Context: an optimization exercise on an open-source flow, tuned for small area. The choices shown serve that exercise and are no tape-out recipe. At most, simulation tests tie the RTL to the original design; equivalence was not proved. Power figures rest on the tool's default switching activity, not on a simulated workload.

Setup of lane 1:
==> module top, before the edit <==
module top #(
    parameter DATA_WIDTH = 8,
    parameter BUFFER_SIZE = 2,
    parameter KERNEL_SIZE = 9,
    parameter NUM_OF_MUL = 2,
    parameter DATA_OF_SET = 20,
    parameter IN_NUM_OF_SET = 4,
    parameter OUT_NUM_OF_SET = 3
)(
    input  logic          clk,
    input  logic          rst,
    input  logic [639:0]  din,
    input  logic [71:0]   kernel,
    input  logic [1:0]    op,
    output logic [1279:0] dout,
    output logic          dout_valid
);
    localparam logic [1:0] READ  = 2'd1;
    localparam logic [1:0] WRITE = 2'd2;
    logic       rd_reg, wr_reg;    
    logic [5:0] cnt;               
    logic       wen;
    always_ff @(posedge clk or posedge rst) begin
        if (rst) begin
            rd_reg <= 1'b0;
            wr_reg <= 1'b0;
            cnt    <= 6'd0;
        end else begin
            rd_reg <= (op == READ);
            wr_reg <= (op == WRITE);
            if (cnt == 6'd32 || ((op == READ) && rd_reg))
                cnt <= 6'd0;
            else if ((op == READ) && !rd_reg)
                cnt <= cnt + 6'd1;
        end
    end
    assign wen        = (op == READ) && !rd_reg && (cnt == 6'd0);
    assign dout_valid = (op == WRITE) && !wr_reg;
    logic [4:1] ph;
    always_ff @(posedge clk or posedge rst) begin
        if (rst) ph <= '0;
        else     ph <= {ph[3:1], wen};
    end
    logic [3:0][143:0] set_q;
    buffer u_buf (.clk(clk), .wen(wen), .din(din), .dout(set_q));
    logic [71:0] kernel_d;
    always_ff @(posedge clk) kernel_d <= kernel;
    logic [15:0] x_res, y_res;
    hadamard_product_unit u_y (
        .kernel(kernel),
        .patch(ph[3] ? set_q[3] : set_q[0]),
        .dout(y_res)
    );
    hadamard_product_unit u_x (
        .kernel(ph[3] ? kernel_d : kernel),
        .patch(ph[3] ? set_q[2] : set_q[1]),
        .dout(x_res)
    );
    logic [15:0] ry, ry_d, rx, rx_d;
    always_ff @(posedge clk) begin
        ry   <= y_res;
        ry_d <= ry;
        rx   <= x_res;
        rx_d <= rx;
    end
    for_output u_out (
        .clk(clk),
        .rst(rst),
        .op(op),
        .wr_reg(wr_reg),
        .arr3(ph[3]),
        .arr1(ph[4]),
        .lane0(ry_d),
        .lane1(rx_d),
        .lane2(rx),
        .dout(dout)
    );
endmodule
export LEC_CHECK = 0
export CAP_MARGIN = 10
export CORE_AREA = 10 10 450 450
export CTS_BUF_LIST = sky130_fd_sc_hd__clkbuf_4 sky130_fd_sc_hd__clkbuf_8
export DIE_AREA = 0 0 460 460
export PLACE_DENSITY = 0.65
export SLEW_MARGIN = 10
export SYNTH_HIERARCHICAL = 1
create_clock -name core_clock -period 10.0 [get_ports {clk}]
standard.sh (not shown) runs the stock make flow with config.mk's settings and CLKGATE_MAP_FILE= SYNTH_SCRIPT=/design/flow/synth_recipe.tcl, a recipe that flattens the netlist after the stock synthesis.
==> flow/flow/run.sh <==
#!/bin/bash
# The standard layout (standard.sh) with these placement settings changed:
#  - plain buf_1 cells as the port buffers (every port still gets one);
#  - pins may sit one routing track apart, so a smaller die holds them;
#  - clock tree: larger sink clusters, small clock buffers, no dummy loads;
#  - one tie cell for the constant outputs (as synthesis leaves it).
set -o pipefail
export BUFFER_PORTS_ARGS="-buffer_cell sky130_fd_sc_hd__buf_1"
export PLACE_PINS_ARGS="-min_distance 1 -min_distance_in_tracks"
export CTS_ARGS="-sink_clustering_enable -repair_clock_nets -dont_use_dummy_load -buf_list {sky130_fd_sc_hd__clkbuf_4 sky130_fd_sc_hd__clkbuf_8} -sink_clustering_size 18 -sink_clustering_max_diameter 40"
export SKIP_REPAIR_TIE_FANOUT=1
bash standard.sh > standard.log 2>&1
diff inputs: lane 1 => lane 2
--- a/flow/design.v
+++ b/flow/design.v
@@ -643,23 +643,34 @@
     assign wen        = (op == READ) && !rd_reg && (cnt == 6'd0);
     assign dout_valid = (op == WRITE) && !wr_reg;
     logic [4:1] ph;
+    logic       ph3_n;     
     always_ff @(posedge clk or posedge rst) begin
-        if (rst) ph <= '0;
-        else     ph <= {ph[3:1], wen};
+        if (rst) begin
+            ph    <= '0;
+            ph3_n <= 1'b1;
+        end else begin
+            ph    <= {ph[3:1], wen};
+            ph3_n <= !ph[2];
+        end
     end
     logic [3:0][143:0] set_q;
     buffer u_buf (.clk(clk), .wen(wen), .din(din), .dout(set_q));
     logic [71:0] kernel_d;
     always_ff @(posedge clk) kernel_d <= kernel;
     logic [15:0] x_res, y_res;
+    logic [143:0] y_patch, x_patch;
+    logic [71:0]  x_kernel;
+    assign y_patch  = ({144{ph[3]}} & set_q[3]) | ({144{ph3_n}} & set_q[0]);
+    assign x_patch  = ({144{ph[3]}} & set_q[2]) | ({144{ph3_n}} & set_q[1]);
+    assign x_kernel = ({72{ph[3]}} & kernel_d)  | ({72{ph3_n}} & kernel);
     hadamard_product_unit u_y (
         .kernel(kernel),
-        .patch(ph[3] ? set_q[3] : set_q[0]),
+        .patch(y_patch),
         .dout(y_res)
     );
     hadamard_product_unit u_x (
-        .kernel(ph[3] ? kernel_d : kernel),
-        .patch(ph[3] ? set_q[2] : set_q[1]),
+        .kernel(x_kernel),
+        .patch(x_patch),
         .dout(x_res)
     );
     logic [15:0] ry, ry_d, rx, rx_d;
### Flow results
Wire length after detailed routing grows by a few percent when moving from lane 1 to lane 2.
Comparing lane 1 and lane 2, cell count is lower on lane 1.
Synthesized cell count (higher): lane 2
Compared with lane 1, lane 2 shows clock-buffer cell count that has gone up slightly.
Per the comparison of lane 2 with lane 1, count of fill cells added during filler insertion shows an increase of 226; initial core utilization shows a reduction of 0.37 points; slew of the pin with the lowest slew margin shows an increase of 16 ps; non-clock buffer count in the final layout shows an increase of about 3.6%.
Post-layout total power: lane 2 worse than lane 1
Function not checked in lane 1: the RTL went through the layout flow alone.


Another version of the RTL of top (not shown whole).
For scale: roughly 6000 cells after synthesis, ~2000 I/O pins, ~88000 um2 of cells after synthesis.
==> module hadamard_product_unit, before the edit <==
module hadamard_product_unit (
    input  logic [71:0] kernel,
    input  logic [71:0] p0_n,    
    input  logic [71:0] p1_n,
    input  logic [71:0] p2_n,
    input  logic [2:0][26:0] d1,    
    input  logic [2:0][26:0] d2,
    input  logic [2:0][26:0] d3,
    output logic [7:0]  y0,
    output logic [7:0]  y1,
    output logic [7:0]  y2
);
    logic [71:0] kernel3;
    times3 u_k3 (.k(kernel), .k3(kernel3));
    logic [2:0][71:0] p_n;
    logic [2:0][7:0]  y;
    assign p_n = {p2_n, p1_n, p0_n};
    assign {y2, y1, y0} = y;
    for (genvar j = 0; j < 3; j++) begin : g_dp
        dot9 u_dp (.k(kernel), .k3(kernel3), .p_n(p_n[j]),
                   .d1(d1[j]), .d2(d2[j]), .d3(d3[j]), .y(y[j]));
    end
endmodule
==> module top, before the edit <==
module top #(
    parameter DATA_WIDTH = 8,
    parameter BUFFER_SIZE = 2,
    parameter KERNEL_SIZE = 9,
    parameter NUM_OF_MUL = 2,
    parameter DATA_OF_SET = 20,
    parameter IN_NUM_OF_SET = 4,
    parameter OUT_NUM_OF_SET = 3
)(
    input  logic          clk,
    input  logic          rst,
    input  logic [639:0]  din,
    input  logic [71:0]   kernel,
    input  logic [1:0]    op,
    output logic [1279:0] dout,
    output logic          dout_valid
);
    localparam logic [1:0] READ  = 2'd1;
    localparam logic [1:0] WRITE = 2'd2;
    logic       rd_reg, wr_reg;    
    logic [5:0] cnt;               
    logic       wen;
    always_ff @(posedge clk or posedge rst) begin
        if (rst) begin
            rd_reg <= 1'b0;
            wr_reg <= 1'b0;
            cnt    <= 6'd0;
        end else begin
            rd_reg <= (op == READ);
            wr_reg <= (op == WRITE);
            if (cnt == 6'd32 || ((op == READ) && rd_reg))
                cnt <= 6'd0;
            else if ((op == READ) && !rd_reg)
                cnt <= cnt + 6'd1;
        end
    end
    assign wen        = (op == READ) && !rd_reg && (cnt == 6'd0);
    assign dout_valid = (op == WRITE) && !wr_reg;
    logic [4:1] ph;
    logic       ph2_n, ph4_n;    
    always_ff @(posedge clk or posedge rst) begin
        if (rst) begin
            ph    <= '0;
            ph2_n <= 1'b1;
            ph4_n <= 1'b1;
        end else begin
            ph    <= {ph[3:1], wen};
            ph2_n <= !ph[1];
            ph4_n <= !ph[3];
        end
    end
    logic [3:0][143:0] set_q;
    logic [143:0]      set3_q;
    buffer u_buf (.clk(clk), .wen(wen), .din(din), .dout(set_q), .set3_kept(set3_q));
    logic [71:0] kernel_d;
    always_ff @(posedge clk) kernel_d <= kernel;
    logic [71:0] k_src;
    assign k_src = ({72{ph[2]}} & kernel) | ({72{ph2_n}} & kernel_d);
    logic [71:0] pu0_n, pu1_n, pu2_n;
    assign pu0_n = ~(({72{ph[2]}} & set_q[0][71:0])   | ({72{ph[3]}} & set_q[1][143:72]) | ({72{ph[4]}} & set3_q[71:0]));
    assign pu1_n = ~(({72{ph[2]}} & set_q[0][143:72]) | ({72{ph[3]}} & set_q[2][71:0])   | ({72{ph[4]}} & set3_q[143:72]));
    assign pu2_n = ~(({72{ph[2]}} & set_q[1][71:0])   | ({72{ph2_n}} & set_q[2][143:72]));
    logic [2:0][26:0] d1, d2, d3;
    logic [2:0][71:0] pu_n;
    assign pu_n = {pu2_n, pu1_n, pu0_n};
    for (genvar j = 0; j < 3; j++) begin : g_dec
        for (genvar m = 0; m < 9; m++) begin : g_m
            for (genvar i = 0; i < 3; i++) begin : g_i
                assign d1[j][m*3+i] = ~pu_n[j][m*8+2*i] & pu_n[j][m*8+2*i+1];
                assign d2[j][m*3+i] = pu_n[j][m*8+2*i] & ~pu_n[j][m*8+2*i+1];
                assign d3[j][m*3+i] = ~(pu_n[j][m*8+2*i] | pu_n[j][m*8+2*i+1]);
            end
        end
    end
    logic [7:0] u0, u1, u2;
    hadamard_product_unit u_dp (
        .kernel(k_src),
        .p0_n(pu0_n),
        .p1_n(pu1_n),
        .p2_n(pu2_n),
        .d1(d1),
        .d2(d2),
        .d3(d3),
        .y0(u0),
        .y1(u1),
        .y2(u2)
    );
    logic [7:0] r0, r1, r2, r0_d, r1_d, r2_d;
    always_ff @(posedge clk) begin
        r0   <= u0;
        r1   <= u1;
        r2   <= u2;
        r0_d <= r0;
        r1_d <= r1;
        r2_d <= r2;
    end
    logic [15:0] lane0, lane1, lane2;
    assign lane0 = ({16{ph[4]}} & {r1_d, r0_d}) | ({16{ph4_n}} & {r1, r0});
    assign lane1 = {r0, r2_d};
    assign lane2 = {r2, r1};
    for_output u_out (
        .clk(clk),
        .rst(rst),
        .op(op),
        .wr_reg(wr_reg),
        .arr3(ph[3]),
        .arr1(ph[4]),
        .lane0(lane0),
        .lane1(lane1),
        .lane2(lane2),
        .dout(dout)
    );
endmodule
clock: 10.0 ns
lec_check: 0
cap_margin: 25
core_area: 10 10 430 430
die_area: 0 0 440 440
place_density: 0.6
slew_margin: 25
synth_hierarchical: 1
==> flow/flow/run.sh <==
#!/bin/bash
# The standard layout (standard.sh) with these placement settings changed:
#  - plain buf_1 cells as the port buffers (every port still gets one);
#  - pins may sit one routing track apart, so a smaller die holds them, and
#    the eight result rows' pins for the same bit sit together;
#  - clock tree: larger sink clusters, small clock buffers, no dummy loads;
#  - one tie cell for the constant outputs (as synthesis leaves it);
#  - global routing may use 90% of each layer's tracks (the platform allows 80%).
set -o pipefail
export BUFFER_PORTS_ARGS="-buffer_cell sky130_fd_sc_hd__buf_1"
groups=""
for e in $(seq 0 143); do
  g=""
  for r in $(seq 0 7); do g="$g dout[$((r * 160 + e))]"; done
  groups="$groups -group_pins {$g }"
done
export PLACE_PINS_ARGS="-min_distance 1 -min_distance_in_tracks$groups"
export CTS_ARGS="-sink_clustering_enable -repair_clock_nets -dont_use_dummy_load -buf_list {sky130_fd_sc_hd__clkbuf_4 sky130_fd_sc_hd__clkbuf_8} -sink_clustering_size 18 -sink_clustering_max_diameter 45"
export SKIP_REPAIR_TIE_FANOUT=1
export FASTROUTE_TCL="$(pwd)/flow/fastroute.tcl"
bash standard.sh > standard.log 2>&1
==> flow/flow/fastroute.tcl <==
# The platform's global-routing setup (platforms/sky130hd/fastroute.tcl) with
# the layer capacity adjustment lowered from 0.2 to 0.1.
set_global_routing_layer_adjustment $::env(MIN_ROUTING_LAYER)-$::env(MAX_ROUTING_LAYER) 0.1

set_routing_layers -clock $::env(MIN_CLK_ROUTING_LAYER)-$::env(MAX_ROUTING_LAYER)
set_routing_layers -signal $::env(MIN_ROUTING_LAYER)-$::env(MAX_ROUTING_LAYER)
Edit:
--- a/flow/design.v
+++ b/flow/design.v
@@ -13,28 +13,27 @@
 endmodule
 module hadamard_product_unit (
     input  logic [71:0] kernel,
     input  logic [71:0] p0_n,    
     input  logic [71:0] p1_n,
     input  logic [71:0] p2_n,
-    input  logic [2:0][26:0] d1,    
-    input  logic [2:0][26:0] d2,
-    input  logic [2:0][26:0] d3,
     output logic [7:0]  y0,
     output logic [7:0]  y1,
     output logic [7:0]  y2
 );
     logic [71:0] kernel3;
     times3 u_k3 (.k(kernel), .k3(kernel3));
     logic [2:0][71:0] p_n;
     logic [2:0][7:0]  y;
     assign p_n = {p2_n, p1_n, p0_n};
     assign {y2, y1, y0} = y;
     for (genvar j = 0; j < 3; j++) begin : g_dp
+        logic [26:0] d1, d2, d3;
+        r4dec u_dec (.p_n(p_n[j]), .d1(d1), .d2(d2), .d3(d3));
         dot9 u_dp (.k(kernel), .k3(kernel3), .p_n(p_n[j]),
-                   .d1(d1[j]), .d2(d2[j]), .d3(d3[j]), .y(y[j]));
+                   .d1(d1), .d2(d2), .d3(d3), .y(y[j]));
     end
 endmodule
 module dot9 (
     input  logic [71:0] k,     
     input  logic [71:0] k3,    
     input  logic [71:0] p_n,    
@@ -460,12 +459,26 @@
     assign y[3] = ~s262;
     assign y[4] = ~s304;
     assign y[5] = ~s352;
     assign y[6] = ~s412;
     assign y[7] = ~x487;
 endmodule
+module r4dec (
+    input  logic [71:0] p_n,
+    output logic [26:0] d1,
+    output logic [26:0] d2,
+    output logic [26:0] d3
+);
+    for (genvar m = 0; m < 9; m++) begin : g_m
+        for (genvar i = 0; i < 3; i++) begin : g_d
+            assign d1[m*3+i] = ~p_n[m*8+2*i] & p_n[m*8+2*i+1];
+            assign d2[m*3+i] = p_n[m*8+2*i] & ~p_n[m*8+2*i+1];
+            assign d3[m*3+i] = ~(p_n[m*8+2*i] | p_n[m*8+2*i+1]);
+        end
+    end
+endmodule
 module times3 (
     input  logic [71:0] k,
     output logic [71:0] k3
 );
     for (genvar m = 0; m < 9; m++) begin : g_m
         logic [7:0] a, y;
@@ -654,33 +667,18 @@
     logic [71:0] k_src;
     assign k_src = ({72{ph[2]}} & kernel) | ({72{ph2_n}} & kernel_d);
     logic [71:0] pu0_n, pu1_n, pu2_n;
     assign pu0_n = ~(({72{ph[2]}} & set_q[0][71:0])   | ({72{ph[3]}} & set_q[1][143:72]) | ({72{ph[4]}} & set3_q[71:0]));
     assign pu1_n = ~(({72{ph[2]}} & set_q[0][143:72]) | ({72{ph[3]}} & set_q[2][71:0])   | ({72{ph[4]}} & set3_q[143:72]));
     assign pu2_n = ~(({72{ph[2]}} & set_q[1][71:0])   | ({72{ph2_n}} & set_q[2][143:72]));
-    logic [2:0][26:0] d1, d2, d3;
-    logic [2:0][71:0] pu_n;
-    assign pu_n = {pu2_n, pu1_n, pu0_n};
-    for (genvar j = 0; j < 3; j++) begin : g_dec
-        for (genvar m = 0; m < 9; m++) begin : g_m
-            for (genvar i = 0; i < 3; i++) begin : g_i
-                assign d1[j][m*3+i] = ~pu_n[j][m*8+2*i] & pu_n[j][m*8+2*i+1];
-                assign d2[j][m*3+i] = pu_n[j][m*8+2*i] & ~pu_n[j][m*8+2*i+1];
-                assign d3[j][m*3+i] = ~(pu_n[j][m*8+2*i] | pu_n[j][m*8+2*i+1]);
-            end
-        end
-    end
     logic [7:0] u0, u1, u2;
     hadamard_product_unit u_dp (
         .kernel(k_src),
         .p0_n(pu0_n),
         .p1_n(pu1_n),
         .p2_n(pu2_n),
-        .d1(d1),
-        .d2(d2),
-        .d3(d3),
         .y0(u0),
         .y1(u1),
         .y2(u2)
     );
     logic [7:0] r0, r1, r2, r0_d, r1_d, r2_d;
     always_ff @(posedge clk) begin
Outcome: Sequential share of layout area went down by 0.17 points. Final cell count is about the same. Via count went up by 0.61%. Die area does not change. Worst setup slack improves by 270 ps. Fmax went up by 3.0%.
Only the layout flow was run in the first run of this note; the RTL was not checked for function there.

[port drivers added, routing unchanged]
How much do the figures lean on ideal ports? The routed layouts below were timed once more, with nothing changed but the port constraints. Step 1 sets driving cells, clkbuf_16 on the clock port and buf_2 on the other inputs (assumed; they add their load-dependent delay and slew). Step 2 also shifts input and output timing later by t, the mid clock arrival at the registers, as if the neighbouring blocks saw the same clock. Three values: ideal, step 1, step 2; two values: the first two.
run	shift t [ns]	slack for setup (ns)	worst setup path at the end	worst slew at a driven data input, ns
lane 1	1.107	1.104 / 1.104 / 0.167	input to register	0.21
lane 2	1.094	1.010 / 1.010 / 0.219	input to register	0.27
the first run of note 2	1.091	0.786 / 0.786 / 0.095	input to register	0.17
the second run of note 2	1.073	1.053 / 1.053 / 0.056	input to register	0.14
After both steps every run listed still meets setup and hold. The setup slack of the second run of note 2, which loses most, moves by 0.000 ns with the drivers and by -0.997 ns with both steps.
